Context: an optimization exercise on an open-source flow, tuned for small area, a short achievable clock period and few clock cycles per item. The choices shown serve that exercise and are no tape-out recipe.
The RTL was checked by simulation tests, not by an equivalence proof against the original design.

$ cat flow/resynth.abc
strash
dch
map -B 0.2
topo
stime -c
upsize -c
dnsize -c
$ cat standard.sh
#!/bin/bash
# synth_recipe.tcl (not shown) runs the flow's synth.tcl, then flattens the netlist and writes it again
# the make line also repeats each setting of config.mk as NAME=value (left out here)
make -C /OpenROAD-flow-scripts/flow DESIGN_CONFIG=/design/flow/config.mk WORK_HOME=/design/flow/orfs CLKGATE_MAP_FILE= SYNTH_SCRIPT=/design/flow/synth_recipe.tcl "${@:-finish}"
$ cat flow/resynth.ys
read_liberty -overwrite -ignore_miss_func @LIB@
read_verilog -overwrite @IN@
hierarchy -top angle_frame
setattr -mod -set keep_hierarchy 1 sky130_fd_sc_hd__df*
flatten
opt_clean
abc -script @ABC@ -liberty @LIB@ -dont_use sky130_fd_sc_hd__lpflow_bleeder_1 -dont_use sky130_fd_sc_hd__lpflow_clkbufkapwr_1 -dont_use sky130_fd_sc_hd__lpflow_clkbufkapwr_16 -dont_use sky130_fd_sc_hd__lpflow_clkbufkapwr_2 -dont_use sky130_fd_sc_hd__lpflow_clkbufkapwr_4 -dont_use sky130_fd_sc_hd__lpflow_clkbufkapwr_8 -dont_use sky130_fd_sc_hd__lpflow_clkinvkapwr_1 -dont_use sky130_fd_sc_hd__lpflow_clkinvkapwr_16 -dont_use sky130_fd_sc_hd__lpflow_clkinvkapwr_2 -dont_use sky130_fd_sc_hd__lpflow_clkinvkapwr_4 -dont_use sky130_fd_sc_hd__lpflow_clkinvkapwr_8 -dont_use sky130_fd_sc_hd__lpflow_decapkapwr_12 -dont_use sky130_fd_sc_hd__lpflow_decapkapwr_3 -dont_use sky130_fd_sc_hd__lpflow_decapkapwr_4 -dont_use sky130_fd_sc_hd__lpflow_decapkapwr_6 -dont_use sky130_fd_sc_hd__lpflow_decapkapwr_8 -dont_use sky130_fd_sc_hd__lpflow_inputiso0n_1 -dont_use sky130_fd_sc_hd__lpflow_inputiso0p_1 -dont_use sky130_fd_sc_hd__lpflow_inputiso1n_1 -dont_use sky130_fd_sc_hd__lpflow_inputiso1p_1 -dont_use sky130_fd_sc_hd__lpflow_inputisolatch_1 -dont_use sky130_fd_sc_hd__lpflow_isobufsrc_1 -dont_use sky130_fd_sc_hd__lpflow_isobufsrc_16 -dont_use sky130_fd_sc_hd__lpflow_isobufsrc_2 -dont_use sky130_fd_sc_hd__lpflow_isobufsrc_4 -dont_use sky130_fd_sc_hd__lpflow_isobufsrc_8 -dont_use sky130_fd_sc_hd__lpflow_isobufsrckapwr_16 -dont_use sky130_fd_sc_hd__lpflow_lsbuf_lh_hl_isowell_tap_1 -dont_use sky130_fd_sc_hd__lpflow_lsbuf_lh_hl_isowell_tap_2 -dont_use sky130_fd_sc_hd__lpflow_lsbuf_lh_hl_isowell_tap_4 -dont_use sky130_fd_sc_hd__lpflow_lsbuf_lh_isowell_4 -dont_use sky130_fd_sc_hd__lpflow_lsbuf_lh_isowell_tap_1 -dont_use sky130_fd_sc_hd__lpflow_lsbuf_lh_isowell_tap_2 -dont_use sky130_fd_sc_hd__lpflow_lsbuf_lh_isowell_tap_4 -dont_use sky130_fd_sc_hd__probe_p_8 -dont_use sky130_fd_sc_hd__probec_p_8 
opt_clean -purge
hilomap -singleton -hicell sky130_fd_sc_hd__conb_1 HI -locell sky130_fd_sc_hd__conb_1 LO
setundef -zero
splitnets
opt_clean -purge
stat -liberty @LIB@
delete =sky130_fd_sc_hd__*
write_verilog -noattr -noexpr -nohex -nodec @OUT@
$ cat constraint.sdc
create_clock -name core_clock -period 8.0 [get_ports {clk}]
set_input_delay 1.6000 -clock core_clock [delete_from_list [all_inputs] [get_ports {clk}]]
set_output_delay 1.6000 -clock core_clock [all_outputs]
set_load 0.01 [all_outputs]
$ cat flow/run.sh
#!/bin/bash
# Layout flow: the standard synthesis, then the combinational logic
# (everything but the flip-flops, which keep their names and cells) is
# re-mapped by ABC with an area-recovering script; then the standard
# layout from the netlist, with sky130_fd_sc_hd__buf_2 port buffers.
# Every tool's output goes to a log file in this folder.
set -euo pipefail
bash standard.sh synth > flow_synth.log 2>&1
R=orfs/results/sky130hd/angle_frame/base
cp $R/1_2_yosys.v $R/1_2_yosys_standard.v
LIB=$FLOW_HOME/platforms/sky130hd/lib/sky130_fd_sc_hd__tt_025C_1v80.lib
sed -e "s#@IN@#$R/1_2_yosys_standard.v#" -e "s#@OUT@#$R/1_2_yosys.v#" \
    -e "s#@LIB@#$LIB#g" -e "s#@ABC@#flow/resynth.abc#" flow/resynth.ys > resynth.ys
yosys -l yosys_resynth.log -q resynth.ys > /dev/null 2>&1
bash standard.sh BUFFER_PORTS_ARGS="-buffer_cell sky130_fd_sc_hd__buf_2" finish > flow_finish.log 2>&1
$ cat config.mk
export PLATFORM = sky130hd
export DESIGN_NAME = angle_frame
export DESIGN_NICKNAME = angle_frame
export VERILOG_FILES = /design/flow/design.v
export SDC_FILE = /design/flow/constraint.sdc
export NUM_CORES = 8
export LEC_CHECK = 0
export CAP_MARGIN = 20
export CORE_MARGIN = 2
export CORE_UTILIZATION = 30
export CTS_BUF_LIST = sky130_fd_sc_hd__clkbuf_16
export CTS_CLUSTER_DIAMETER = 80
export CTS_CLUSTER_SIZE = 24
export SETUP_SLACK_MARGIN = 4.7
export SLEW_MARGIN = 20
export SYNTH_MEMORY_MAX_BITS = 65536
$ cat design.v
module atang(
	input             clk,
	input             load,       
	input      [11:0] x,
	input      [11:0] y,
	output     [31:0] z,
	output            far2,       
	output            far1,       
	output            dec         
    );
	reg  [32:0] xr;              
	reg  [34:0] rr;              
	reg  [31:0] zr;
	reg  [31:1] t;               
	reg  [16:0] oh;              
	reg         dn;              
	wire d = rr[34];             
	wire dx = ~dn;
	wire [29:17] ohh = t[30:18] & ~t[29:17];
	wire [29:0] a = ({30{oh[0]}} & 30'h35214E63) |
	                ({30{oh[1]}} & 30'h1C128E80) |
	                ({30{oh[2]}} & 30'h0E400224) |
	                ({30{oh[3]}} & 30'h0727154C) |
	                ({30{oh[4]}} & 30'h03946F29) |
	                ({30{oh[5]}} & 30'h01CA5435) |
	                ({30{oh[6]}} & 30'h00E52D8D) |
	                ({30{oh[7]}} & 30'h007296C6) |
	                ({30{oh[8]}} & 30'h00394B63) |
	                ({30{oh[9]}} & 30'h001CA5B1) |
	                ({30{oh[10]}} & 30'h000E52D8) |
	                ({30{oh[11]}} & 30'h0007296C) |
	                ({30{oh[12]}} & 30'h000394B6) |
	                ({30{oh[13]}} & 30'h0001CA5B) |
	                ({30{oh[14]}} & 30'h0000E52D) |
	                ({30{oh[15]}} & 30'h00007296) |
	                ({30{oh[16]}} & 30'h0000394B) |
	                ({30{ohh[17]}} & 30'h00001CA5) |
	                ({30{ohh[18]}} & 30'h00000E52) |
	                ({30{ohh[19]}} & 30'h00000729) |
	                ({30{ohh[20]}} & 30'h00000394) |
	                ({30{ohh[21]}} & 30'h000001CA) |
	                ({30{ohh[22]}} & 30'h000000E5) |
	                ({30{ohh[23]}} & 30'h00000072) |
	                ({30{ohh[24]}} & 30'h00000039) |
	                ({30{ohh[25]}} & 30'h0000001C) |
	                ({30{ohh[26]}} & 30'h0000000E) |
	                ({30{ohh[27]}} & 30'h00000007) |
	                ({30{ohh[28]}} & 30'h00000003) |
	                ({30{ohh[29]}} & 30'h00000001);
	wire [32:0] xmask;
	assign xmask[0] = 1'b0;
	assign xmask[1] = t[1];
	assign xmask[2] = t[2];
	assign xmask[3] = t[3];
	assign xmask[4] = t[4];
	assign xmask[5] = t[5];
	assign xmask[6] = t[6];
	assign xmask[7] = t[7];
	assign xmask[8] = t[8];
	assign xmask[9] = t[9];
	assign xmask[10] = t[10];
	assign xmask[11] = t[11];
	assign xmask[12] = t[12];
	assign xmask[13] = t[13];
	assign xmask[14] = t[14];
	assign xmask[15] = t[15];
	assign xmask[16] = t[16];
	assign xmask[17] = t[17];
	assign xmask[18] = t[18];
	assign xmask[19] = t[19];
	assign xmask[20] = t[20];
	assign xmask[21] = t[21];
	assign xmask[22] = t[22];
	assign xmask[23] = t[23];
	assign xmask[24] = t[24];
	assign xmask[25] = t[25];
	assign xmask[26] = t[26];
	assign xmask[27] = t[27];
	assign xmask[28] = t[28];
	assign xmask[29] = t[29];
	assign xmask[30] = t[30];
	assign xmask[32:31] = 2'b11;
	wire [32:0] xm = xr & xmask;
	wire [32:0] ysh;
	assign ysh[0] = (oh[0] & rr[1]) | (oh[1] & rr[3]) | (oh[2] & rr[5]) | (oh[3] & rr[7]) | (oh[4] & rr[9]) | (oh[5] & rr[11]) | (oh[6] & rr[13]) | (oh[7] & rr[15]) | (oh[8] & rr[17]) | (oh[9] & rr[19]) | (oh[10] & rr[21]) | (oh[11] & rr[23]) | (oh[12] & rr[25]) | (oh[13] & rr[27]) | (oh[14] & rr[29]) | (oh[15] & rr[31]) | (oh[16] & rr[33]) | (rr[34] & ~t[17]);
	assign ysh[1] = (oh[0] & rr[2]) | (oh[1] & rr[4]) | (oh[2] & rr[6]) | (oh[3] & rr[8]) | (oh[4] & rr[10]) | (oh[5] & rr[12]) | (oh[6] & rr[14]) | (oh[7] & rr[16]) | (oh[8] & rr[18]) | (oh[9] & rr[20]) | (oh[10] & rr[22]) | (oh[11] & rr[24]) | (oh[12] & rr[26]) | (oh[13] & rr[28]) | (oh[14] & rr[30]) | (oh[15] & rr[32]) | (rr[34] & ~t[16]);
	assign ysh[2] = (oh[0] & rr[3]) | (oh[1] & rr[5]) | (oh[2] & rr[7]) | (oh[3] & rr[9]) | (oh[4] & rr[11]) | (oh[5] & rr[13]) | (oh[6] & rr[15]) | (oh[7] & rr[17]) | (oh[8] & rr[19]) | (oh[9] & rr[21]) | (oh[10] & rr[23]) | (oh[11] & rr[25]) | (oh[12] & rr[27]) | (oh[13] & rr[29]) | (oh[14] & rr[31]) | (oh[15] & rr[33]) | (rr[34] & ~t[16]);
	assign ysh[3] = (oh[0] & rr[4]) | (oh[1] & rr[6]) | (oh[2] & rr[8]) | (oh[3] & rr[10]) | (oh[4] & rr[12]) | (oh[5] & rr[14]) | (oh[6] & rr[16]) | (oh[7] & rr[18]) | (oh[8] & rr[20]) | (oh[9] & rr[22]) | (oh[10] & rr[24]) | (oh[11] & rr[26]) | (oh[12] & rr[28]) | (oh[13] & rr[30]) | (oh[14] & rr[32]) | (rr[34] & ~t[15]);
	assign ysh[4] = (oh[0] & rr[5]) | (oh[1] & rr[7]) | (oh[2] & rr[9]) | (oh[3] & rr[11]) | (oh[4] & rr[13]) | (oh[5] & rr[15]) | (oh[6] & rr[17]) | (oh[7] & rr[19]) | (oh[8] & rr[21]) | (oh[9] & rr[23]) | (oh[10] & rr[25]) | (oh[11] & rr[27]) | (oh[12] & rr[29]) | (oh[13] & rr[31]) | (oh[14] & rr[33]) | (rr[34] & ~t[15]);
	assign ysh[5] = (oh[0] & rr[6]) | (oh[1] & rr[8]) | (oh[2] & rr[10]) | (oh[3] & rr[12]) | (oh[4] & rr[14]) | (oh[5] & rr[16]) | (oh[6] & rr[18]) | (oh[7] & rr[20]) | (oh[8] & rr[22]) | (oh[9] & rr[24]) | (oh[10] & rr[26]) | (oh[11] & rr[28]) | (oh[12] & rr[30]) | (oh[13] & rr[32]) | (rr[34] & ~t[14]);
	assign ysh[6] = (oh[0] & rr[7]) | (oh[1] & rr[9]) | (oh[2] & rr[11]) | (oh[3] & rr[13]) | (oh[4] & rr[15]) | (oh[5] & rr[17]) | (oh[6] & rr[19]) | (oh[7] & rr[21]) | (oh[8] & rr[23]) | (oh[9] & rr[25]) | (oh[10] & rr[27]) | (oh[11] & rr[29]) | (oh[12] & rr[31]) | (oh[13] & rr[33]) | (rr[34] & ~t[14]);
	assign ysh[7] = (oh[0] & rr[8]) | (oh[1] & rr[10]) | (oh[2] & rr[12]) | (oh[3] & rr[14]) | (oh[4] & rr[16]) | (oh[5] & rr[18]) | (oh[6] & rr[20]) | (oh[7] & rr[22]) | (oh[8] & rr[24]) | (oh[9] & rr[26]) | (oh[10] & rr[28]) | (oh[11] & rr[30]) | (oh[12] & rr[32]) | (rr[34] & ~t[13]);
	assign ysh[8] = (oh[0] & rr[9]) | (oh[1] & rr[11]) | (oh[2] & rr[13]) | (oh[3] & rr[15]) | (oh[4] & rr[17]) | (oh[5] & rr[19]) | (oh[6] & rr[21]) | (oh[7] & rr[23]) | (oh[8] & rr[25]) | (oh[9] & rr[27]) | (oh[10] & rr[29]) | (oh[11] & rr[31]) | (oh[12] & rr[33]) | (rr[34] & ~t[13]);
	assign ysh[9] = (oh[0] & rr[10]) | (oh[1] & rr[12]) | (oh[2] & rr[14]) | (oh[3] & rr[16]) | (oh[4] & rr[18]) | (oh[5] & rr[20]) | (oh[6] & rr[22]) | (oh[7] & rr[24]) | (oh[8] & rr[26]) | (oh[9] & rr[28]) | (oh[10] & rr[30]) | (oh[11] & rr[32]) | (rr[34] & ~t[12]);
	assign ysh[10] = (oh[0] & rr[11]) | (oh[1] & rr[13]) | (oh[2] & rr[15]) | (oh[3] & rr[17]) | (oh[4] & rr[19]) | (oh[5] & rr[21]) | (oh[6] & rr[23]) | (oh[7] & rr[25]) | (oh[8] & rr[27]) | (oh[9] & rr[29]) | (oh[10] & rr[31]) | (oh[11] & rr[33]) | (rr[34] & ~t[12]);
	assign ysh[11] = (oh[0] & rr[12]) | (oh[1] & rr[14]) | (oh[2] & rr[16]) | (oh[3] & rr[18]) | (oh[4] & rr[20]) | (oh[5] & rr[22]) | (oh[6] & rr[24]) | (oh[7] & rr[26]) | (oh[8] & rr[28]) | (oh[9] & rr[30]) | (oh[10] & rr[32]) | (rr[34] & ~t[11]);
	assign ysh[12] = (oh[0] & rr[13]) | (oh[1] & rr[15]) | (oh[2] & rr[17]) | (oh[3] & rr[19]) | (oh[4] & rr[21]) | (oh[5] & rr[23]) | (oh[6] & rr[25]) | (oh[7] & rr[27]) | (oh[8] & rr[29]) | (oh[9] & rr[31]) | (oh[10] & rr[33]) | (rr[34] & ~t[11]);
	assign ysh[13] = (oh[0] & rr[14]) | (oh[1] & rr[16]) | (oh[2] & rr[18]) | (oh[3] & rr[20]) | (oh[4] & rr[22]) | (oh[5] & rr[24]) | (oh[6] & rr[26]) | (oh[7] & rr[28]) | (oh[8] & rr[30]) | (oh[9] & rr[32]) | (rr[34] & ~t[10]);
	assign ysh[14] = (oh[0] & rr[15]) | (oh[1] & rr[17]) | (oh[2] & rr[19]) | (oh[3] & rr[21]) | (oh[4] & rr[23]) | (oh[5] & rr[25]) | (oh[6] & rr[27]) | (oh[7] & rr[29]) | (oh[8] & rr[31]) | (oh[9] & rr[33]) | (rr[34] & ~t[10]);
	assign ysh[15] = (oh[0] & rr[16]) | (oh[1] & rr[18]) | (oh[2] & rr[20]) | (oh[3] & rr[22]) | (oh[4] & rr[24]) | (oh[5] & rr[26]) | (oh[6] & rr[28]) | (oh[7] & rr[30]) | (oh[8] & rr[32]) | (rr[34] & ~t[9]);
	assign ysh[16] = (oh[0] & rr[17]) | (oh[1] & rr[19]) | (oh[2] & rr[21]) | (oh[3] & rr[23]) | (oh[4] & rr[25]) | (oh[5] & rr[27]) | (oh[6] & rr[29]) | (oh[7] & rr[31]) | (oh[8] & rr[33]) | (rr[34] & ~t[9]);
	assign ysh[17] = (oh[0] & rr[18]) | (oh[1] & rr[20]) | (oh[2] & rr[22]) | (oh[3] & rr[24]) | (oh[4] & rr[26]) | (oh[5] & rr[28]) | (oh[6] & rr[30]) | (oh[7] & rr[32]) | (rr[34] & ~t[8]);
	assign ysh[18] = (oh[0] & rr[19]) | (oh[1] & rr[21]) | (oh[2] & rr[23]) | (oh[3] & rr[25]) | (oh[4] & rr[27]) | (oh[5] & rr[29]) | (oh[6] & rr[31]) | (oh[7] & rr[33]) | (rr[34] & ~t[8]);
	assign ysh[19] = (oh[0] & rr[20]) | (oh[1] & rr[22]) | (oh[2] & rr[24]) | (oh[3] & rr[26]) | (oh[4] & rr[28]) | (oh[5] & rr[30]) | (oh[6] & rr[32]) | (rr[34] & ~t[7]);
	assign ysh[20] = (oh[0] & rr[21]) | (oh[1] & rr[23]) | (oh[2] & rr[25]) | (oh[3] & rr[27]) | (oh[4] & rr[29]) | (oh[5] & rr[31]) | (oh[6] & rr[33]) | (rr[34] & ~t[7]);
	assign ysh[21] = (oh[0] & rr[22]) | (oh[1] & rr[24]) | (oh[2] & rr[26]) | (oh[3] & rr[28]) | (oh[4] & rr[30]) | (oh[5] & rr[32]) | (rr[34] & ~t[6]);
	assign ysh[22] = (oh[0] & rr[23]) | (oh[1] & rr[25]) | (oh[2] & rr[27]) | (oh[3] & rr[29]) | (oh[4] & rr[31]) | (oh[5] & rr[33]) | (rr[34] & ~t[6]);
	assign ysh[23] = (oh[0] & rr[24]) | (oh[1] & rr[26]) | (oh[2] & rr[28]) | (oh[3] & rr[30]) | (oh[4] & rr[32]) | (rr[34] & ~t[5]);
	assign ysh[24] = (oh[0] & rr[25]) | (oh[1] & rr[27]) | (oh[2] & rr[29]) | (oh[3] & rr[31]) | (oh[4] & rr[33]) | (rr[34] & ~t[5]);
	assign ysh[25] = (oh[0] & rr[26]) | (oh[1] & rr[28]) | (oh[2] & rr[30]) | (oh[3] & rr[32]) | (rr[34] & ~t[4]);
	assign ysh[26] = (oh[0] & rr[27]) | (oh[1] & rr[29]) | (oh[2] & rr[31]) | (oh[3] & rr[33]) | (rr[34] & ~t[4]);
	assign ysh[27] = (oh[0] & rr[28]) | (oh[1] & rr[30]) | (oh[2] & rr[32]) | (rr[34] & ~t[3]);
	assign ysh[28] = (oh[0] & rr[29]) | (oh[1] & rr[31]) | (oh[2] & rr[33]) | (rr[34] & ~t[3]);
	assign ysh[29] = (oh[0] & rr[30]) | (oh[1] & rr[32]) | (rr[34] & ~t[2]);
	assign ysh[30] = (oh[0] & rr[31]) | (oh[1] & rr[33]) | (rr[34] & ~t[2]);
	assign ysh[31] = (oh[0] & rr[32]) | (rr[34] & ~t[1]);
	assign ysh[32] = (oh[0] & rr[33]) | (rr[34] & ~t[1]);
	wire [34:0] rnext;
	wire [32:0] xnext;
	wire [31:0] znext;
	add35 radd(.a({rr[33:0], 1'b0}), .b({2'b00, xm} ^ {35{~d}}), .ci(~d), .s(rnext));
	add33 xadd(.a(xr), .b(ysh ^ {33{dx}}), .ci(dx), .s(xnext));
	add32 zadd(.a(zr), .b({2'b00, a} ^ {32{dx}}), .ci(dx), .s(znext));
	wire [12:0] xy_sum, xy_dif;
	add13 sadd(.a({1'b0, x}), .b({1'b0, y}), .ci(1'b0), .s(xy_sum));
	add13 dadd(.a({1'b0, y}), .b(~{1'b0, x}), .ci(1'b1), .s(xy_dif));
	always @(posedge clk) begin
		t <= load ? 31'h7fffffff : {t[30:1], 1'b0};
		oh <= load ? 17'd1 : {oh[15:0], 1'b0};
		dn <= load ? ~xy_dif[12] : ~rnext[34];
		if (load) begin
			xr <= {1'b0, xy_sum, 19'b0};
			rr <= {{3{xy_dif[12]}}, xy_dif, 19'b0};
			zr <= 32'h5A000000;
		end else begin
			xr <= xnext;
			rr <= rnext;
			zr <= znext;
		end
	end
	wire [14:0] zl = zr[14:0] ^ {15{dn}};
	assign far2 = ~|a[29:14] & (zl >= {a[13:0], 1'b0});
	assign far1 = ~|a[29:15] & (zl >= a[14:0]);
	assign dec = dx;
	assign z = zr;
endmodule
module add35(input [34:0] a, input [34:0] b, input ci, output [34:0] s);
	wire [34:0] p0 = a ^ b;
	wire [34:0] g0 = a & b;
	wire gc0 = g0[0] | (p0[0] & ci);
	wire gn1 = g0[1] | (p0[1] & gc0);
	wire gn2 = g0[3] | (p0[3] & g0[2]);
	wire pn2 = p0[3] & p0[2];
	wire gn3 = g0[5] | (p0[5] & g0[4]);
	wire pn3 = p0[5] & p0[4];
	wire gn4 = g0[7] | (p0[7] & g0[6]);
	wire pn4 = p0[7] & p0[6];
	wire gn5 = g0[9] | (p0[9] & g0[8]);
	wire pn5 = p0[9] & p0[8];
	wire gn6 = g0[11] | (p0[11] & g0[10]);
	wire pn6 = p0[11] & p0[10];
	wire gn7 = g0[13] | (p0[13] & g0[12]);
	wire pn7 = p0[13] & p0[12];
	wire gn8 = g0[15] | (p0[15] & g0[14]);
	wire pn8 = p0[15] & p0[14];
	wire gn9 = g0[17] | (p0[17] & g0[16]);
	wire pn9 = p0[17] & p0[16];
	wire gn10 = g0[19] | (p0[19] & g0[18]);
	wire pn10 = p0[19] & p0[18];
	wire gn11 = g0[21] | (p0[21] & g0[20]);
	wire pn11 = p0[21] & p0[20];
	wire gn12 = g0[23] | (p0[23] & g0[22]);
	wire pn12 = p0[23] & p0[22];
	wire gn13 = g0[25] | (p0[25] & g0[24]);
	wire pn13 = p0[25] & p0[24];
	wire gn14 = g0[27] | (p0[27] & g0[26]);
	wire pn14 = p0[27] & p0[26];
	wire gn15 = g0[29] | (p0[29] & g0[28]);
	wire pn15 = p0[29] & p0[28];
	wire gn16 = g0[31] | (p0[31] & g0[30]);
	wire pn16 = p0[31] & p0[30];
	wire gn17 = g0[33] | (p0[33] & g0[32]);
	wire pn17 = p0[33] & p0[32];
	wire gn18 = g0[2] | (p0[2] & gn1);
	wire gn19 = gn2 | (pn2 & gn1);
	wire gn20 = g0[6] | (p0[6] & gn3);
	wire pn20 = p0[6] & pn3;
	wire gn21 = gn4 | (pn4 & gn3);
	wire pn21 = pn4 & pn3;
	wire gn22 = g0[10] | (p0[10] & gn5);
	wire pn22 = p0[10] & pn5;
	wire gn23 = gn6 | (pn6 & gn5);
	wire pn23 = pn6 & pn5;
	wire gn24 = g0[14] | (p0[14] & gn7);
	wire pn24 = p0[14] & pn7;
	wire gn25 = gn8 | (pn8 & gn7);
	wire pn25 = pn8 & pn7;
	wire gn26 = g0[18] | (p0[18] & gn9);
	wire pn26 = p0[18] & pn9;
	wire gn27 = gn10 | (pn10 & gn9);
	wire pn27 = pn10 & pn9;
	wire gn28 = g0[22] | (p0[22] & gn11);
	wire pn28 = p0[22] & pn11;
	wire gn29 = gn12 | (pn12 & gn11);
	wire pn29 = pn12 & pn11;
	wire gn30 = g0[26] | (p0[26] & gn13);
	wire pn30 = p0[26] & pn13;
	wire gn31 = gn14 | (pn14 & gn13);
	wire pn31 = pn14 & pn13;
	wire gn32 = g0[30] | (p0[30] & gn15);
	wire pn32 = p0[30] & pn15;
	wire gn33 = gn16 | (pn16 & gn15);
	wire pn33 = pn16 & pn15;
	wire gn34 = g0[34] | (p0[34] & gn17);
	wire pn34 = p0[34] & pn17;
	wire gn35 = g0[4] | (p0[4] & gn19);
	wire gn36 = gn3 | (pn3 & gn19);
	wire gn37 = gn20 | (pn20 & gn19);
	wire gn38 = gn21 | (pn21 & gn19);
	wire gn39 = g0[12] | (p0[12] & gn23);
	wire pn39 = p0[12] & pn23;
	wire gn40 = gn7 | (pn7 & gn23);
	wire pn40 = pn7 & pn23;
	wire gn41 = gn24 | (pn24 & gn23);
	wire pn41 = pn24 & pn23;
	wire gn42 = gn25 | (pn25 & gn23);
	wire pn42 = pn25 & pn23;
	wire gn43 = g0[20] | (p0[20] & gn27);
	wire pn43 = p0[20] & pn27;
	wire gn44 = gn11 | (pn11 & gn27);
	wire pn44 = pn11 & pn27;
	wire gn45 = gn28 | (pn28 & gn27);
	wire pn45 = pn28 & pn27;
	wire gn46 = gn29 | (pn29 & gn27);
	wire pn46 = pn29 & pn27;
	wire gn47 = g0[28] | (p0[28] & gn31);
	wire pn47 = p0[28] & pn31;
	wire gn48 = gn15 | (pn15 & gn31);
	wire pn48 = pn15 & pn31;
	wire gn49 = gn32 | (pn32 & gn31);
	wire pn49 = pn32 & pn31;
	wire gn50 = gn33 | (pn33 & gn31);
	wire pn50 = pn33 & pn31;
	wire gn51 = g0[8] | (p0[8] & gn38);
	wire gn52 = gn5 | (pn5 & gn38);
	wire gn53 = gn22 | (pn22 & gn38);
	wire gn54 = gn23 | (pn23 & gn38);
	wire gn55 = gn39 | (pn39 & gn38);
	wire gn56 = gn40 | (pn40 & gn38);
	wire gn57 = gn41 | (pn41 & gn38);
	wire gn58 = gn42 | (pn42 & gn38);
	wire gn59 = g0[24] | (p0[24] & gn46);
	wire pn59 = p0[24] & pn46;
	wire gn60 = gn13 | (pn13 & gn46);
	wire pn60 = pn13 & pn46;
	wire gn61 = gn30 | (pn30 & gn46);
	wire pn61 = pn30 & pn46;
	wire gn62 = gn31 | (pn31 & gn46);
	wire pn62 = pn31 & pn46;
	wire gn63 = gn47 | (pn47 & gn46);
	wire pn63 = pn47 & pn46;
	wire gn64 = gn48 | (pn48 & gn46);
	wire pn64 = pn48 & pn46;
	wire gn65 = gn49 | (pn49 & gn46);
	wire pn65 = pn49 & pn46;
	wire gn66 = gn50 | (pn50 & gn46);
	wire pn66 = pn50 & pn46;
	wire gn67 = g0[16] | (p0[16] & gn58);
	wire gn68 = gn9 | (pn9 & gn58);
	wire gn69 = gn26 | (pn26 & gn58);
	wire gn70 = gn27 | (pn27 & gn58);
	wire gn71 = gn43 | (pn43 & gn58);
	wire gn72 = gn44 | (pn44 & gn58);
	wire gn73 = gn45 | (pn45 & gn58);
	wire gn74 = gn46 | (pn46 & gn58);
	wire gn75 = gn59 | (pn59 & gn58);
	wire gn76 = gn60 | (pn60 & gn58);
	wire gn77 = gn61 | (pn61 & gn58);
	wire gn78 = gn62 | (pn62 & gn58);
	wire gn79 = gn63 | (pn63 & gn58);
	wire gn80 = gn64 | (pn64 & gn58);
	wire gn81 = gn65 | (pn65 & gn58);
	wire gn82 = gn66 | (pn66 & gn58);
	wire gn83 = g0[32] | (p0[32] & gn82);
	wire gn84 = gn17 | (pn17 & gn82);
	wire gn85 = gn34 | (pn34 & gn82);
	wire [34:0] c;
	assign c[0] = ci;
	assign c[1] = gc0;
	assign c[2] = gn1;
	assign c[3] = gn18;
	assign c[4] = gn19;
	assign c[5] = gn35;
	assign c[6] = gn36;
	assign c[7] = gn37;
	assign c[8] = gn38;
	assign c[9] = gn51;
	assign c[10] = gn52;
	assign c[11] = gn53;
	assign c[12] = gn54;
	assign c[13] = gn55;
	assign c[14] = gn56;
	assign c[15] = gn57;
	assign c[16] = gn58;
	assign c[17] = gn67;
	assign c[18] = gn68;
	assign c[19] = gn69;
	assign c[20] = gn70;
	assign c[21] = gn71;
	assign c[22] = gn72;
	assign c[23] = gn73;
	assign c[24] = gn74;
	assign c[25] = gn75;
	assign c[26] = gn76;
	assign c[27] = gn77;
	assign c[28] = gn78;
	assign c[29] = gn79;
	assign c[30] = gn80;
	assign c[31] = gn81;
	assign c[32] = gn82;
	assign c[33] = gn83;
	assign c[34] = gn84;
	assign s = p0 ^ c;
endmodule
module add33(input [32:0] a, input [32:0] b, input ci, output [32:0] s);
	wire [32:0] p0 = a ^ b;
	wire [32:0] g0 = a & b;
	wire gc0 = g0[0] | (p0[0] & ci);
	wire gn1 = g0[1] | (p0[1] & gc0);
	wire gn2 = g0[3] | (p0[3] & g0[2]);
	wire pn2 = p0[3] & p0[2];
	wire gn3 = g0[5] | (p0[5] & g0[4]);
	wire pn3 = p0[5] & p0[4];
	wire gn4 = g0[7] | (p0[7] & g0[6]);
	wire pn4 = p0[7] & p0[6];
	wire gn5 = g0[9] | (p0[9] & g0[8]);
	wire pn5 = p0[9] & p0[8];
	wire gn6 = g0[11] | (p0[11] & g0[10]);
	wire pn6 = p0[11] & p0[10];
	wire gn7 = g0[13] | (p0[13] & g0[12]);
	wire pn7 = p0[13] & p0[12];
	wire gn8 = g0[15] | (p0[15] & g0[14]);
	wire pn8 = p0[15] & p0[14];
	wire gn9 = g0[17] | (p0[17] & g0[16]);
	wire pn9 = p0[17] & p0[16];
	wire gn10 = g0[19] | (p0[19] & g0[18]);
	wire pn10 = p0[19] & p0[18];
	wire gn11 = g0[21] | (p0[21] & g0[20]);
	wire pn11 = p0[21] & p0[20];
	wire gn12 = g0[23] | (p0[23] & g0[22]);
	wire pn12 = p0[23] & p0[22];
	wire gn13 = g0[25] | (p0[25] & g0[24]);
	wire pn13 = p0[25] & p0[24];
	wire gn14 = g0[27] | (p0[27] & g0[26]);
	wire pn14 = p0[27] & p0[26];
	wire gn15 = g0[29] | (p0[29] & g0[28]);
	wire pn15 = p0[29] & p0[28];
	wire gn16 = g0[31] | (p0[31] & g0[30]);
	wire pn16 = p0[31] & p0[30];
	wire gn17 = g0[2] | (p0[2] & gn1);
	wire gn18 = gn2 | (pn2 & gn1);
	wire gn19 = g0[6] | (p0[6] & gn3);
	wire pn19 = p0[6] & pn3;
	wire gn20 = gn4 | (pn4 & gn3);
	wire pn20 = pn4 & pn3;
	wire gn21 = g0[10] | (p0[10] & gn5);
	wire pn21 = p0[10] & pn5;
	wire gn22 = gn6 | (pn6 & gn5);
	wire pn22 = pn6 & pn5;
	wire gn23 = g0[14] | (p0[14] & gn7);
	wire pn23 = p0[14] & pn7;
	wire gn24 = gn8 | (pn8 & gn7);
	wire pn24 = pn8 & pn7;
	wire gn25 = g0[18] | (p0[18] & gn9);
	wire pn25 = p0[18] & pn9;
	wire gn26 = gn10 | (pn10 & gn9);
	wire pn26 = pn10 & pn9;
	wire gn27 = g0[22] | (p0[22] & gn11);
	wire pn27 = p0[22] & pn11;
	wire gn28 = gn12 | (pn12 & gn11);
	wire pn28 = pn12 & pn11;
	wire gn29 = g0[26] | (p0[26] & gn13);
	wire pn29 = p0[26] & pn13;
	wire gn30 = gn14 | (pn14 & gn13);
	wire pn30 = pn14 & pn13;
	wire gn31 = g0[30] | (p0[30] & gn15);
	wire pn31 = p0[30] & pn15;
	wire gn32 = gn16 | (pn16 & gn15);
	wire pn32 = pn16 & pn15;
	wire gn33 = g0[4] | (p0[4] & gn18);
	wire gn34 = gn3 | (pn3 & gn18);
	wire gn35 = gn19 | (pn19 & gn18);
	wire gn36 = gn20 | (pn20 & gn18);
	wire gn37 = g0[12] | (p0[12] & gn22);
	wire pn37 = p0[12] & pn22;
	wire gn38 = gn7 | (pn7 & gn22);
	wire pn38 = pn7 & pn22;
	wire gn39 = gn23 | (pn23 & gn22);
	wire pn39 = pn23 & pn22;
	wire gn40 = gn24 | (pn24 & gn22);
	wire pn40 = pn24 & pn22;
	wire gn41 = g0[20] | (p0[20] & gn26);
	wire pn41 = p0[20] & pn26;
	wire gn42 = gn11 | (pn11 & gn26);
	wire pn42 = pn11 & pn26;
	wire gn43 = gn27 | (pn27 & gn26);
	wire pn43 = pn27 & pn26;
	wire gn44 = gn28 | (pn28 & gn26);
	wire pn44 = pn28 & pn26;
	wire gn45 = g0[28] | (p0[28] & gn30);
	wire pn45 = p0[28] & pn30;
	wire gn46 = gn15 | (pn15 & gn30);
	wire pn46 = pn15 & pn30;
	wire gn47 = gn31 | (pn31 & gn30);
	wire pn47 = pn31 & pn30;
	wire gn48 = gn32 | (pn32 & gn30);
	wire pn48 = pn32 & pn30;
	wire gn49 = g0[8] | (p0[8] & gn36);
	wire gn50 = gn5 | (pn5 & gn36);
	wire gn51 = gn21 | (pn21 & gn36);
	wire gn52 = gn22 | (pn22 & gn36);
	wire gn53 = gn37 | (pn37 & gn36);
	wire gn54 = gn38 | (pn38 & gn36);
	wire gn55 = gn39 | (pn39 & gn36);
	wire gn56 = gn40 | (pn40 & gn36);
	wire gn57 = g0[24] | (p0[24] & gn44);
	wire pn57 = p0[24] & pn44;
	wire gn58 = gn13 | (pn13 & gn44);
	wire pn58 = pn13 & pn44;
	wire gn59 = gn29 | (pn29 & gn44);
	wire pn59 = pn29 & pn44;
	wire gn60 = gn30 | (pn30 & gn44);
	wire pn60 = pn30 & pn44;
	wire gn61 = gn45 | (pn45 & gn44);
	wire pn61 = pn45 & pn44;
	wire gn62 = gn46 | (pn46 & gn44);
	wire pn62 = pn46 & pn44;
	wire gn63 = gn47 | (pn47 & gn44);
	wire pn63 = pn47 & pn44;
	wire gn64 = gn48 | (pn48 & gn44);
	wire pn64 = pn48 & pn44;
	wire gn65 = g0[16] | (p0[16] & gn56);
	wire gn66 = gn9 | (pn9 & gn56);
	wire gn67 = gn25 | (pn25 & gn56);
	wire gn68 = gn26 | (pn26 & gn56);
	wire gn69 = gn41 | (pn41 & gn56);
	wire gn70 = gn42 | (pn42 & gn56);
	wire gn71 = gn43 | (pn43 & gn56);
	wire gn72 = gn44 | (pn44 & gn56);
	wire gn73 = gn57 | (pn57 & gn56);
	wire gn74 = gn58 | (pn58 & gn56);
	wire gn75 = gn59 | (pn59 & gn56);
	wire gn76 = gn60 | (pn60 & gn56);
	wire gn77 = gn61 | (pn61 & gn56);
	wire gn78 = gn62 | (pn62 & gn56);
	wire gn79 = gn63 | (pn63 & gn56);
	wire gn80 = gn64 | (pn64 & gn56);
	wire gn81 = g0[32] | (p0[32] & gn80);
	wire [32:0] c;
	assign c[0] = ci;
	assign c[1] = gc0;
	assign c[2] = gn1;
	assign c[3] = gn17;
	assign c[4] = gn18;
	assign c[5] = gn33;
	assign c[6] = gn34;
	assign c[7] = gn35;
	assign c[8] = gn36;
	assign c[9] = gn49;
	assign c[10] = gn50;
	assign c[11] = gn51;
	assign c[12] = gn52;
	assign c[13] = gn53;
	assign c[14] = gn54;
	assign c[15] = gn55;
	assign c[16] = gn56;
	assign c[17] = gn65;
	assign c[18] = gn66;
	assign c[19] = gn67;
	assign c[20] = gn68;
	assign c[21] = gn69;
	assign c[22] = gn70;
	assign c[23] = gn71;
	assign c[24] = gn72;
	assign c[25] = gn73;
	assign c[26] = gn74;
	assign c[27] = gn75;
	assign c[28] = gn76;
	assign c[29] = gn77;
	assign c[30] = gn78;
	assign c[31] = gn79;
	assign c[32] = gn80;
	assign s = p0 ^ c;
endmodule
module add32(input [31:0] a, input [31:0] b, input ci, output [31:0] s);
	wire [31:0] p0 = a ^ b;
	wire [31:0] g0 = a & b;
	wire gc0 = g0[0] | (p0[0] & ci);
	wire gn1 = g0[1] | (p0[1] & gc0);
	wire gn2 = g0[3] | (p0[3] & g0[2]);
	wire pn2 = p0[3] & p0[2];
	wire gn3 = g0[5] | (p0[5] & g0[4]);
	wire pn3 = p0[5] & p0[4];
	wire gn4 = g0[7] | (p0[7] & g0[6]);
	wire pn4 = p0[7] & p0[6];
	wire gn5 = g0[9] | (p0[9] & g0[8]);
	wire pn5 = p0[9] & p0[8];
	wire gn6 = g0[11] | (p0[11] & g0[10]);
	wire pn6 = p0[11] & p0[10];
	wire gn7 = g0[13] | (p0[13] & g0[12]);
	wire pn7 = p0[13] & p0[12];
	wire gn8 = g0[15] | (p0[15] & g0[14]);
	wire pn8 = p0[15] & p0[14];
	wire gn9 = g0[17] | (p0[17] & g0[16]);
	wire pn9 = p0[17] & p0[16];
	wire gn10 = g0[19] | (p0[19] & g0[18]);
	wire pn10 = p0[19] & p0[18];
	wire gn11 = g0[21] | (p0[21] & g0[20]);
	wire pn11 = p0[21] & p0[20];
	wire gn12 = g0[23] | (p0[23] & g0[22]);
	wire pn12 = p0[23] & p0[22];
	wire gn13 = g0[25] | (p0[25] & g0[24]);
	wire pn13 = p0[25] & p0[24];
	wire gn14 = g0[27] | (p0[27] & g0[26]);
	wire pn14 = p0[27] & p0[26];
	wire gn15 = g0[29] | (p0[29] & g0[28]);
	wire pn15 = p0[29] & p0[28];
	wire gn16 = g0[31] | (p0[31] & g0[30]);
	wire pn16 = p0[31] & p0[30];
	wire gn17 = g0[2] | (p0[2] & gn1);
	wire gn18 = gn2 | (pn2 & gn1);
	wire gn19 = g0[6] | (p0[6] & gn3);
	wire pn19 = p0[6] & pn3;
	wire gn20 = gn4 | (pn4 & gn3);
	wire pn20 = pn4 & pn3;
	wire gn21 = g0[10] | (p0[10] & gn5);
	wire pn21 = p0[10] & pn5;
	wire gn22 = gn6 | (pn6 & gn5);
	wire pn22 = pn6 & pn5;
	wire gn23 = g0[14] | (p0[14] & gn7);
	wire pn23 = p0[14] & pn7;
	wire gn24 = gn8 | (pn8 & gn7);
	wire pn24 = pn8 & pn7;
	wire gn25 = g0[18] | (p0[18] & gn9);
	wire pn25 = p0[18] & pn9;
	wire gn26 = gn10 | (pn10 & gn9);
	wire pn26 = pn10 & pn9;
	wire gn27 = g0[22] | (p0[22] & gn11);
	wire pn27 = p0[22] & pn11;
	wire gn28 = gn12 | (pn12 & gn11);
	wire pn28 = pn12 & pn11;
	wire gn29 = g0[26] | (p0[26] & gn13);
	wire pn29 = p0[26] & pn13;
	wire gn30 = gn14 | (pn14 & gn13);
	wire pn30 = pn14 & pn13;
	wire gn31 = g0[30] | (p0[30] & gn15);
	wire pn31 = p0[30] & pn15;
	wire gn32 = gn16 | (pn16 & gn15);
	wire pn32 = pn16 & pn15;
	wire gn33 = g0[4] | (p0[4] & gn18);
	wire gn34 = gn3 | (pn3 & gn18);
	wire gn35 = gn19 | (pn19 & gn18);
	wire gn36 = gn20 | (pn20 & gn18);
	wire gn37 = g0[12] | (p0[12] & gn22);
	wire pn37 = p0[12] & pn22;
	wire gn38 = gn7 | (pn7 & gn22);
	wire pn38 = pn7 & pn22;
	wire gn39 = gn23 | (pn23 & gn22);
	wire pn39 = pn23 & pn22;
	wire gn40 = gn24 | (pn24 & gn22);
	wire pn40 = pn24 & pn22;
	wire gn41 = g0[20] | (p0[20] & gn26);
	wire pn41 = p0[20] & pn26;
	wire gn42 = gn11 | (pn11 & gn26);
	wire pn42 = pn11 & pn26;
	wire gn43 = gn27 | (pn27 & gn26);
	wire pn43 = pn27 & pn26;
	wire gn44 = gn28 | (pn28 & gn26);
	wire pn44 = pn28 & pn26;
	wire gn45 = g0[28] | (p0[28] & gn30);
	wire pn45 = p0[28] & pn30;
	wire gn46 = gn15 | (pn15 & gn30);
	wire pn46 = pn15 & pn30;
	wire gn47 = gn31 | (pn31 & gn30);
	wire pn47 = pn31 & pn30;
	wire gn48 = gn32 | (pn32 & gn30);
	wire pn48 = pn32 & pn30;
	wire gn49 = g0[8] | (p0[8] & gn36);
	wire gn50 = gn5 | (pn5 & gn36);
	wire gn51 = gn21 | (pn21 & gn36);
	wire gn52 = gn22 | (pn22 & gn36);
	wire gn53 = gn37 | (pn37 & gn36);
	wire gn54 = gn38 | (pn38 & gn36);
	wire gn55 = gn39 | (pn39 & gn36);
	wire gn56 = gn40 | (pn40 & gn36);
	wire gn57 = g0[24] | (p0[24] & gn44);
	wire pn57 = p0[24] & pn44;
	wire gn58 = gn13 | (pn13 & gn44);
	wire pn58 = pn13 & pn44;
	wire gn59 = gn29 | (pn29 & gn44);
	wire pn59 = pn29 & pn44;
	wire gn60 = gn30 | (pn30 & gn44);
	wire pn60 = pn30 & pn44;
	wire gn61 = gn45 | (pn45 & gn44);
	wire pn61 = pn45 & pn44;
	wire gn62 = gn46 | (pn46 & gn44);
	wire pn62 = pn46 & pn44;
	wire gn63 = gn47 | (pn47 & gn44);
	wire pn63 = pn47 & pn44;
	wire gn64 = gn48 | (pn48 & gn44);
	wire pn64 = pn48 & pn44;
	wire gn65 = g0[16] | (p0[16] & gn56);
	wire gn66 = gn9 | (pn9 & gn56);
	wire gn67 = gn25 | (pn25 & gn56);
	wire gn68 = gn26 | (pn26 & gn56);
	wire gn69 = gn41 | (pn41 & gn56);
	wire gn70 = gn42 | (pn42 & gn56);
	wire gn71 = gn43 | (pn43 & gn56);
	wire gn72 = gn44 | (pn44 & gn56);
	wire gn73 = gn57 | (pn57 & gn56);
	wire gn74 = gn58 | (pn58 & gn56);
	wire gn75 = gn59 | (pn59 & gn56);
	wire gn76 = gn60 | (pn60 & gn56);
	wire gn77 = gn61 | (pn61 & gn56);
	wire gn78 = gn62 | (pn62 & gn56);
	wire gn79 = gn63 | (pn63 & gn56);
	wire gn80 = gn64 | (pn64 & gn56);
	wire [31:0] c;
	assign c[0] = ci;
	assign c[1] = gc0;
	assign c[2] = gn1;
	assign c[3] = gn17;
	assign c[4] = gn18;
	assign c[5] = gn33;
	assign c[6] = gn34;
	assign c[7] = gn35;
	assign c[8] = gn36;
	assign c[9] = gn49;
	assign c[10] = gn50;
	assign c[11] = gn51;
	assign c[12] = gn52;
	assign c[13] = gn53;
	assign c[14] = gn54;
	assign c[15] = gn55;
	assign c[16] = gn56;
	assign c[17] = gn65;
	assign c[18] = gn66;
	assign c[19] = gn67;
	assign c[20] = gn68;
	assign c[21] = gn69;
	assign c[22] = gn70;
	assign c[23] = gn71;
	assign c[24] = gn72;
	assign c[25] = gn73;
	assign c[26] = gn74;
	assign c[27] = gn75;
	assign c[28] = gn76;
	assign c[29] = gn77;
	assign c[30] = gn78;
	assign c[31] = gn79;
	assign s = p0 ^ c;
endmodule
module add13(input [12:0] a, input [12:0] b, input ci, output [12:0] s);
	wire [12:0] p0 = a ^ b;
	wire [12:0] g0 = a & b;
	wire gc0 = g0[0] | (p0[0] & ci);
	wire gn1 = g0[1] | (p0[1] & gc0);
	wire gn2 = g0[3] | (p0[3] & g0[2]);
	wire pn2 = p0[3] & p0[2];
	wire gn3 = g0[5] | (p0[5] & g0[4]);
	wire pn3 = p0[5] & p0[4];
	wire gn4 = g0[7] | (p0[7] & g0[6]);
	wire pn4 = p0[7] & p0[6];
	wire gn5 = g0[9] | (p0[9] & g0[8]);
	wire pn5 = p0[9] & p0[8];
	wire gn6 = g0[11] | (p0[11] & g0[10]);
	wire pn6 = p0[11] & p0[10];
	wire gn7 = g0[2] | (p0[2] & gn1);
	wire gn8 = gn2 | (pn2 & gn1);
	wire gn9 = g0[6] | (p0[6] & gn3);
	wire pn9 = p0[6] & pn3;
	wire gn10 = gn4 | (pn4 & gn3);
	wire pn10 = pn4 & pn3;
	wire gn11 = g0[10] | (p0[10] & gn5);
	wire pn11 = p0[10] & pn5;
	wire gn12 = gn6 | (pn6 & gn5);
	wire pn12 = pn6 & pn5;
	wire gn13 = g0[4] | (p0[4] & gn8);
	wire gn14 = gn3 | (pn3 & gn8);
	wire gn15 = gn9 | (pn9 & gn8);
	wire gn16 = gn10 | (pn10 & gn8);
	wire gn17 = g0[12] | (p0[12] & gn12);
	wire pn17 = p0[12] & pn12;
	wire gn18 = g0[8] | (p0[8] & gn16);
	wire gn19 = gn5 | (pn5 & gn16);
	wire gn20 = gn11 | (pn11 & gn16);
	wire gn21 = gn12 | (pn12 & gn16);
	wire gn22 = gn17 | (pn17 & gn16);
	wire [12:0] c;
	assign c[0] = ci;
	assign c[1] = gc0;
	assign c[2] = gn1;
	assign c[3] = gn7;
	assign c[4] = gn8;
	assign c[5] = gn13;
	assign c[6] = gn14;
	assign c[7] = gn15;
	assign c[8] = gn16;
	assign c[9] = gn18;
	assign c[10] = gn19;
	assign c[11] = gn20;
	assign c[12] = gn21;
	assign s = p0 ^ c;
endmodule
module conv_dec_ascii(
	input  [16:0] d_in,
	output [20:0] digits     
    );
	wire [6:0] i = d_in[16:10];
	wire [9:0] f = d_in[9:0];
	wire [13:0] m1 = {1'b0, f, 3'b0} + {3'b0, f, 1'b0};
	wire [13:0] m2 = {1'b0, m1[9:0], 3'b0} + {3'b0, m1[9:0], 1'b0};
	wire [13:0] m3 = {1'b0, m2[9:0], 3'b0} + {3'b0, m2[9:0], 1'b0};
	wire [3:0] qh = m1[13:10];
	wire [3:0] qt = m2[13:10];
	wire [3:0] qo = m3[13:10];
	wire [3:0] it = (i >= 7'd120) ? 4'd12 : (i >= 7'd110) ? 4'd11 : (i >= 7'd100) ? 4'd10 :
	                (i >= 7'd90) ? 4'd9 : (i >= 7'd80) ? 4'd8 : (i >= 7'd70) ? 4'd7 :
	                (i >= 7'd60) ? 4'd6 : (i >= 7'd50) ? 4'd5 : (i >= 7'd40) ? 4'd4 :
	                (i >= 7'd30) ? 4'd3 : (i >= 7'd20) ? 4'd2 : (i >= 7'd10) ? 4'd1 : 4'd0;
	wire [6:0] io = i - {it, 3'b0} - {2'b0, it, 1'b0};
	wire       ih = it[3] & (it[2] | it[1]);
	wire [8:0] ti = {ih, ih ? it - 4'd10 : it, io[3:0]};
	assign digits = {ti, qh, qt, qo};
endmodule
module CRC(
	input  [20:0] digits,    
	output [7:0]  crc
    );
	function [7:0] crc8;
		input [47:0] m;
		integer k;
		reg [7:0] c;
		reg fb;
		begin
			c = 8'h80;
			for (k = 47; k >= 0; k = k - 1) begin
				fb = c[7] ^ m[k];
				c = {c[6:0], 1'b0} ^ (fb ? 8'h31 : 8'h00);
			end
			crc8 = c;
		end
	endfunction
	wire [47:0] text = {7'b0011000, digits[20], 4'h3, digits[19:16], 4'h3, digits[15:12],
	                    4'h3, digits[11:8], 4'h3, digits[7:4], 4'h3, digits[3:0]};
	assign crc = crc8(text);
endmodule
module angle_frame(
	input clk,
	input rst,
	input start,
	input [11:0] x,
	input [11:0] y,
	output [55:0] frame,
	output frame_valid
    );
	reg        busy;
	reg        valid;
	reg  [20:0] dig;
	reg  [7:0]  crc_hi;          
	wire [31:0] z;
	wire [20:0] dig_next;
	wire [7:0]  crc_hi_next, crc_lo, crc_0;
	wire        far2, far1, dec;
	atang Arctg_alg(.clk(clk), .load(start), .x(x), .y(y), .z(z),
	                .far2(far2), .far1(far1), .dec(dec));
	conv_dec_ascii Conversie(.d_in(z[31:15]), .digits(dig_next));
	CRC crc_a(.digits({dig_next[20:4], 4'd0}), .crc(crc_hi_next));
	CRC crc_b(.digits({17'd0, dig[3:0]}), .crc(crc_lo));
	CRC crc_c(.digits(21'd0), .crc(crc_0));
	reg        pend;
	reg        dprev;
	wire       late = pend & (dec ^ dprev);
	wire       live = busy & ~late;
	always @(posedge clk) begin
		dig <= dig_next;
		crc_hi <= crc_hi_next;
		dprev <= dec;
		if (rst) begin
			busy  <= 1'b0;
			valid <= 1'b0;
			pend  <= 1'b0;
		end else begin
			busy  <= start | (live & ~far2);
			valid <= live & far2;
			pend  <= live & ~far2 & far1;
		end
	end
	assign frame = {7'b0011000, dig[20], 4'h3, dig[19:16], 4'h3, dig[15:12],
	                4'h3, dig[11:8], 4'h3, dig[7:4], 4'h3, dig[3:0],
	                crc_hi ^ crc_lo ^ crc_0};
	assign frame_valid = valid | late;
endmodule
==> key figures, run 1 <==
Placement
  – Number of port buffers: 56
  – DP Worst Slack: 3960 ps
  – Post-DP HPWL: 37.1 mm
  – Gpl congestion: 0.985
  – Placed Cells: 3280

Routing
  – Drt pass-1 iters: 6
  – DR vias: 17232
  – Vias/cell: 5.15
  – Total wire length: 51.9 mm
  – Routed WL per cell: 15.5 um
  – DR DRC count: 0
  – DR iter-0 viols: 1581
  – DRT antenna net count: 0

Timing
  – Final setup margin: 4800 ps
  – Part of the cycle the worst path needs: 40.0%
  – Setup Skew: 11.9 ps
  – Fin. max-slew vios: 0
  – Worst Max-Slew Pin Slew: 688 ps
  – Endpoints failing setup: 0
  – Slew margin rel.: 54.1%
  – Fmax: 312 MHz
  – Fin Setup TNS: 0 ps
  – RSZ-0062 raised after global routing: true
  – Tmin final: 3200 ps
  – Final hold vios: 0

Clocking
  – Inserted Clock Buffers: 17
  – Skew-Pair Late Insertion Delay: 500 ps
  – Root Driver: clkbuf_16
  – Maximum clock insertion buffer count: 2
  – CTS Hold Bufs: 0
  – TritonCTS clock tree: built
  – H-tree depth: 4
  – Clk slew on worst S/H paths: 70 ps
  – Clock sink count: 179

Worst setup path
  – CP most frequent cell: nand2_1
  – WP data required: 8380 ps
  – Critical path, cell by cell: clkinvlp_4 > o22ai_1 > nor3_1 > nand4_1 > nand2_1 > nand2_1 > nand4_4 > a31oi_4 > nand4_1 > nand4_4 > nand3_2 > nand2_2 > nand2_1 > nand2_2 > nand3_2 > nand3_1 > o22ai_1
  – Register-to-register setup slack: 4800 ps
  – Critical path class: register to register
  – CP max stage delay: 530 ps
  – Crit path capture type: register
  – WP data arrival: 3580 ps
  – Crit-path max FO: 10
  – Slowest-stage cell, CP: dfxtp_2
  – Startpoint types: register

Layout
  – Area grow syn2layout: 18.7%
  – Ant diodes: 0
  – Cell Count, Final, Fillers Out: 3347
  – Layout Nets: 2682
  – Layout cells sized above 1: 16.5%
  – Final Util: 36.0%
  – Commonest non-fill, non-tap cell in the layout: nand2_1
  – Most frequent cells in the layout: 616 x nand2_1, 315 x nor2_1, 242 x clkinv_1

Yosys
  – Mapped Cells: 2510
  – Warnings from Yosys: 3
  – Synthesized area per cell: 6.20 um^2
  – Netlist Area Pre-Place: 0.0156 mm^2

Floorplanning
  – IO Count: 84
  – Starting Density: 30.4%
  – Rows: 83
  – Core box area: 0.0513 mm^2
  – Die Span Y: 232 um
  – Die outline width: 232 um
  – Die area: 0.0537 mm^2

Flow run
  – Max Cap Violations: 0

Global route
  – Largest net degree at the start of global routing: 111
  – GRT Total Usage: 18.9%
  – Antenna violations before repair: 0
  – Vias in the first global route: 15574
  – Grt ovf: 0
  – First-pass GRT wire length: 81.2 mm

Run status
  – Status: complete, no violations

Hold path
  – Min-delay worst type: register to register
[what timing repair did]
action | in CTS | in global routing
cloned | 1 | 4
endpoints found under the hold margin | 0 | 0
buffers inserted | 7 | 24
setup endpoints to repair | 50 | 54
resized for setup | 36 | 145
pin swaps | 6 | 25
[state kept, by name, summed over array words and instances, names as in the netlist]
name and count:
pend 1, Arctg_alg.oh 16, Arctg_alg.rr 34, valid 1, Arctg_alg.xr 33, dig 21
dprev 1, Arctg_alg.t 30, busy 1, Arctg_alg.dn 1, crc_hi 8, Arctg_alg.zr 32
[critical path: cells and delay by family (launching register included)]
family / cells / cell delay, ps
AOI/OAI and AO/OA: 3 / 670
DFF: 1 / 530
and+or+nand+nor: 13 / 1610
buffers and inverters: 1 / 280
[cell type report]
type	instances	area (um^2)
tap	680	851
clock inverter	13	87.6
timing repair inverter	1	11.3
clock buffer	18	450
sequential	179	3680
inverter	302	1300
multi-input combinational	2053	11300
fill	5601	32800
timing repair buffer	101	853
[per-layer routing]
layer  vias to the layer above  global-route usage (%)  share of wire, %
li1                       8799                       -                 -
met1                      7576                    24.9                45
met2                       707                    29.3                43
met3                       150                    3.73               7.9
met4                         0                    8.95               4.0
met5                         -                       0                 0
[stage by stage]
step	instance area [um^2]	hold slack (ps)
final	18500	399
after global routing	18500	421
after CTS	17700	403
after detailed placement	17000	393
after global placement	17000	396
after floorplan	15800	425
[worst paths after layout]
kind	startpoint	end	cells after the start
hold reg to reg	Arctg_alg.zr[25]	dig[12]	0
setup reg to reg	Arctg_alg.rr[27]	Arctg_alg.xr[30]	17
hold / removal	Arctg_alg.zr[25]	dig[12]	0
setup / recovery	Arctg_alg.rr[27]	Arctg_alg.xr[30]	17
Testbench counts, summed over its fixed seeds: cycles 155,428, frames 8,000.
==> inputs of run 2 (changes only) <==
--- a/config.mk
+++ b/config.mk
@@ -11,6 +11,6 @@
 export CTS_BUF_LIST = sky130_fd_sc_hd__clkbuf_16
 export CTS_CLUSTER_DIAMETER = 80
 export CTS_CLUSTER_SIZE = 24
-export SETUP_SLACK_MARGIN = 4.7
+export SETUP_SLACK_MARGIN = 4.5
 export SLEW_MARGIN = 20
 export SYNTH_MEMORY_MAX_BITS = 65536
==> key figures, run 2 <==
Placement
  – Number of port buffers: 56 (unchanged)
  – Post-DP HPWL: 37.0 mm (-0.14%)
  – Gpl congestion: 0.964 (-2.1%)

Timing
  – Worst Max-Slew Pin Slew: 697 ps (+8.25 ps)
  – Slew margin rel.: 53.6% (-0.55 points)
  – Endpoints failing setup: 0 (unchanged)
  – Final hold vios: 0 (unchanged)
  – Fin. max-slew vios: 0 (unchanged)
  – Setup Skew: 16.1 ps (+4.25 ps)
  – Fmax: 295 MHz (-5.4%)
  – Tmin final: 3390 ps (+184 ps)
  – Part of the cycle the worst path needs: 42.3% (+2.3 points)
  – Fin Setup TNS: 0 ps (unchanged)
  – RSZ-0062 raised after global routing: true

Worst setup path
  – Slowest-stage cell, CP: dfxtp_1
  – CP most frequent cell: nand2_1
  – Crit-path max FO: 8 (-2)
  – CP max stage delay: 620 ps (+90 ps)
  – Crit path capture type: register
  – WP data required: 8380 ps (about the same)
  – Critical path class: register to register
  – WP data arrival: 3770 ps (+190 ps)
  – Startpoint types: register
  – Critical path, cell by cell: clkinvlp_4 > o22ai_1 > nor3_1 > nand3b_1 > xnor3_2 > nand3_1 > a31oi_4 > nand4_1 > nand4_2 > nand3_2 > nand2_1 > nand2_1 > nand2_2 > a21oi_2 > nand2_1 > nand2_1 > nand2_1

Layout
  – Fillers: 5714 (+2.0%)
  – Area grow syn2layout: 14.2%
  – Final Util: 34.7% (-1.4 points)
  – Most frequent cells in the layout: 624 x nand2_1, 320 x nor2_1, 249 x clkinv_1
  – Biggest regs: Arctg_alg.rr x34, Arctg_alg.xr x33, Arctg_alg.zr x32
  – Layout Nets: 2655 (-1.0%)
  – Largest Register: Arctg_alg.rr
  – Max FFs per register: 34 (unchanged)
  – Commonest non-fill, non-tap cell in the layout: nand2_1
  – Ant diodes: 0 (unchanged)
  – Layout cells sized above 1: 13.4% (-3.1 points)

Floorplanning
  – IO Count: 84 (unchanged)
  – Starting Density: 30.4% (unchanged)
  – Die Span Y: 232 um (unchanged)
  – Die outline width: 232 um (unchanged)
  – Die area: 0.0537 mm^2 (unchanged)
  – Core box area: 0.0513 mm^2 (unchanged)
  – Rows: 83 (unchanged)

Clocking
  – CTS Hold Bufs: 0 (unchanged)
  – H-tree depth: 4 (unchanged)
  – Inserted Clock Buffers: 17 (unchanged)
  – Clk slew on worst S/H paths: 80 ps (about the same)
  – Root Driver: clkbuf_16
  – Maximum clock insertion buffer count: 2 (unchanged)
  – Clock sink count: 179 (unchanged)
  – TritonCTS clock tree: built
  – Skew-Pair Late Insertion Delay: 500 ps (about the same)

Routing
  – DRT antenna net count: 0 (unchanged)
  – Vias/cell: 5.12 (-0.51%)
  – DR iter-0 viols: 1536 (-2.8%)
  – DR vias: 17011 (-1.3%)
  – Total wire length: 50.3 mm (-3.0%)
  – Routed WL per cell: 15.2 um (-2.3%)
  – DR DRC count: 0 (unchanged)
  – Drt pass-1 iters: 8 (+2)

Flow run
  – Max Cap Violations: 0 (unchanged)

Hold path
  – Min-delay worst type: register to register

Global route
  – Largest net degree at the start of global routing: 111 (unchanged)
  – Grt ovf: 0 (unchanged)
  – First-pass GRT wire length: 80.4 mm (-0.92%)
  – Vias in the first global route: 15504 (-0.45%)
  – GRT Total Usage: 18.6% (-0.26 points)
  – Antenna violations before repair: 0 (unchanged)

Run status
  – Status: complete, no violations

Yosys
  – Mapped Cells: 2510 (unchanged)
  – Netlist Area Pre-Place: 0.0156 mm^2 (unchanged)
  – Synthesized area per cell: 6.20 um^2 (unchanged)
  – Warnings from Yosys: 3 (unchanged)
[run 2: path summary, 6_finish.rpt]
| check | from | endpoint | slack (ps) | depth (start not counted) |
|---|---|---|---|---|
| worst min-delay path | Arctg_alg.zr[25] | dig[12] | 410 | 0 |
| worst max-delay path | Arctg_alg.oh[14] | Arctg_alg.xr[32] | 4610 | 17 |
| worst min register to register | Arctg_alg.zr[25] | dig[12] | 410 | 0 |
| worst max register to register | Arctg_alg.oh[14] | Arctg_alg.xr[32] | 4610 | 17 |
[run 2: layer usage]
layer  up-vias  share of wire [%]  GRT usage (%)
met1      7483                 46           24.5
li1       8727                  -              -
met3       173                7.4           3.89
met5         -                  0              0
met2       628                 43           29.1
met4         0                3.7           8.39
[run 2: final cells by class]
cell class	instances	area (um^2)	area share, %
Multi-Input combinational cell	2053	11000	62.0
Sequential cell	179	3610	20.3
Inverter	302	1230	6.90
Tap cell	680	851	4.78
Timing Repair Buffer	75	477	2.68
Clock buffer	17	425	2.39
Clock inverter	15	169	0.950
[run 2: timing repair]
action / CTS / global route
pin swaps: 0 / 9
setup buffers: 1 / 8
gates resized for setup: 7 / 60
endpoints found under the hold margin: 0 / 0
endpoints found under the setup margin: 31 / 47
[run 2: per-stage QoR]
step	std cells	hold slack, ps	setup slack (ps)	instance area (um^2)
after detailed placement	3280	381	3920	16900
after floorplan	2535	425	4490	15700
after global routing	3321	430	4440	17800
final	3321	409	4610	17800
after global placement	3280	393	3970	16900
after CTS	3313	411	4460	17500
[run 2: worst max-delay path, delay by kind of cell (launching register included)]
| kind | cells | cell delay, ps |
|---|---|---|
| buf+inv | 1 | 330 |
| simple gates | 12 | 1460 |
| flops | 1 | 620 |
| compound gates | 3 | 530 |
| xor+xnor | 1 | 330 |
==> inputs of run 3 (changes only) <==
--- a/config.mk
+++ b/config.mk
@@ -11,6 +11,6 @@
 export CTS_BUF_LIST = sky130_fd_sc_hd__clkbuf_16
 export CTS_CLUSTER_DIAMETER = 80
 export CTS_CLUSTER_SIZE = 24
-export SETUP_SLACK_MARGIN = 4.5
+export SETUP_SLACK_MARGIN = 4.6
 export SLEW_MARGIN = 20
 export SYNTH_MEMORY_MAX_BITS = 65536
==> key figures, run 3 <==
Worst setup path
  – WP data arrival: 1680 ps (-2090 ps)
  – Startpoint types: register
  – Crit path capture type: primary output
  – Crit-path max FO: 45 (+37)
  – WP data required: 6400 ps (-1980 ps)
  – Critical path class: register to primary output

Run status
  – Status: complete, no violations

Clocking
  – CTS Hold Bufs: 0 (unchanged)
  – Root Driver: clkbuf_16
  – Skew-Pair Late Insertion Delay: 490 ps (about the same)
  – Maximum clock insertion buffer count: 2 (unchanged)
  – Clock sink count: 179 (unchanged)
  – H-tree depth: 4 (unchanged)
  – Inserted Clock Buffers: 17 (unchanged)
  – Clk slew on worst S/H paths: 70 ps (about the same)
  – TritonCTS clock tree: built

Timing
  – Slew margin rel.: 53.9% (+0.36 points)
  – Final setup margin: 4720 ps (+110 ps)
  – Fin Setup TNS: 0 ps (unchanged)
  – Tmin final: 3280 ps (-110 ps)
  – Worst Max-Slew Pin Slew: 691 ps (-5.36 ps)
  – Final hold vios: 0 (unchanged)
  – Setup Skew: 11.5 ps (-4.60 ps)
  – RSZ-0062 raised after global routing: true
  – Endpoints failing setup: 0 (unchanged)
  – Fin. max-slew vios: 0 (unchanged)
  – Fmax: 305 MHz (+3.4%)
  – Part of the cycle the worst path needs: 41.0% (-1.4 points)

Floorplanning
  – Die outline width: 232 um (unchanged)
  – Die Span Y: 232 um (unchanged)
  – Die area: 0.0537 mm^2 (unchanged)
  – Core box area: 0.0513 mm^2 (unchanged)
  – Rows: 83 (unchanged)
  – Starting Density: 30.4% (unchanged)
  – IO Count: 84 (unchanged)

Layout
  – Commonest non-fill, non-tap cell in the layout: nand2_1
  – Max FFs per register: 34 (unchanged)
  – Largest Register: Arctg_alg.rr
  – Ant diodes: 0 (unchanged)
  – Layout cells sized above 1: 14.6% (+1.2 points)
  – Layout Nets: 2666 (+0.41%)
  – Area grow syn2layout: 15.7%
  – Biggest regs: Arctg_alg.rr x34, Arctg_alg.xr x33, Arctg_alg.zr x32
  – Most frequent cells in the layout: 623 x nand2_1, 320 x nor2_1, 247 x clkinv_1

Flow run
  – Max Cap Violations: 0 (unchanged)

Global route
  – Grt ovf: 0 (unchanged)
  – Largest net degree at the start of global routing: 111 (unchanged)
  – GRT Total Usage: 18.7% (+0.095 points)
  – Vias in the first global route: 15650 (+0.94%)
  – Antenna violations before repair: 0 (unchanged)
  – First-pass GRT wire length: 81.3 mm (+1.1%)

Routing
  – Vias/cell: 5.16 (+0.66%)
  – Total wire length: 50.5 mm (+0.38%)
  – DRT antenna net count: 0 (unchanged)
  – DR DRC count: 0 (unchanged)
  – DR vias: 17180 (+0.99%)
  – Drt pass-1 iters: 6 (-2)
  – DR iter-0 viols: 1609 (+4.8%)
  – Routed WL per cell: 15.2 um (about the same)

Hold path
  – Min-delay worst type: register to register

Placement
  – Post-DP HPWL: 37.2 mm (+0.35%)
  – Number of port buffers: 56 (unchanged)
  – Gpl congestion: 0.978 (+1.4%)
  – DP Worst Slack: 4030 ps (+118 ps)

Yosys
  – Warnings from Yosys: 3 (unchanged)
  – Synthesized area per cell: 6.20 um^2 (unchanged)
  – Netlist Area Pre-Place: 0.0156 mm^2 (unchanged)
  – Mapped Cells: 2510 (unchanged)
-- run 3: stage by stage --
step	hold slack [ps]	util (%)	instances	area, um^2
floorplan	425	-	2535	15700
global placement	392	33.0	3280	16900
detailed placement	394	33.0	3280	16900
CTS	404	34.2	3316	17600
global route	432	35.1	3332	18000
finish	406	35.1	3332	18000
-- run 3: layer usage --
layer / vias up / track usage, % / share of wire (%)
li1: 8736 / - / -
met1: 7690 / 25.3 / 46
met2: 631 / 29.0 / 43
met3: 123 / 3.23 / 7.3
met4: 0 / 8.09 / 3.6
met5: - / 0 / 0
-- run 3: what timing repair did --
item,4_1_cts,5_1_grt
gates resized for setup,21,88
pin swaps,4,20
setup endpoints to repair,48,53
buffers inserted,4,14
hold endpoints to repair,0,0
gates cloned,0,2
-- run 3: final timing paths --
check / startpoint / end / slack [ps] / cells past startpoint
setup / recovery: Arctg_alg.dn / frame_valid / 4720 / 5
hold / removal: Arctg_alg.zr[25] / dig[12] / 410 / 0
setup reg to reg: Arctg_alg.rr[29] / Arctg_alg.xr[32] / 4770 / 17
hold reg to reg: Arctg_alg.zr[25] / dig[12] / 410 / 0
-- run 3: worst max-delay path: stages, from the launching register on --
cell	delay [ps]
dfxtp_4	390
buf_16	170
inv_12	220
nor2_1	100
o21bai_1	140
buf_2	150
-- run 3: area by class of cell --
| cell class | instances | area (um^2) |
|---|---|---|
| tap | 680 | 851 |
| clock inverter | 15 | 109 |
| sequential | 179 | 3640 |
| clock buffer | 17 | 425 |
| fill | 5684 | 33300 |
| timing repair buffer | 86 | 622 |
| multi-input combinational | 2053 | 11100 |
| inverter | 302 | 1240 |

==> static timing again, ports no longer ideal <==
In the flow no input, the clock included, has a driving cell. The finished layouts below were timed again as built, in two steps. Step 1 sets driving cells, clkbuf_16 on the clock port and buf_2 on the other inputs (assumed; they add their load-dependent delay and slew). Step 2 times the ports against the registers' clock, not the clock port: input delays grow and output delays shrink by t, the midpoint of the rising clock arrivals with the driver on. Three values: ideal ports, drivers, drivers and shift; two values: the first two.
run	t (ns)	slack for setup (ns)	hold slack, ns	slew at the worst register clock pin (ns)
run 1	0.548	4.797 / 4.777 / 4.293	0.399 / 0.399 / 0.399	0.07 / 0.07
run 2	0.548	4.613 / 4.613 / 4.132	0.409 / 0.409 / 0.409	0.08 / 0.08
run 3	0.539	4.723 / 4.670 / 4.246	0.406 / 0.406 / 0.406	0.08 / 0.08
After both steps setup and hold are still met in every run listed. The setup slack of run 1, which loses most, moves by -0.020 ns with the drivers and by -0.504 ns with both steps.
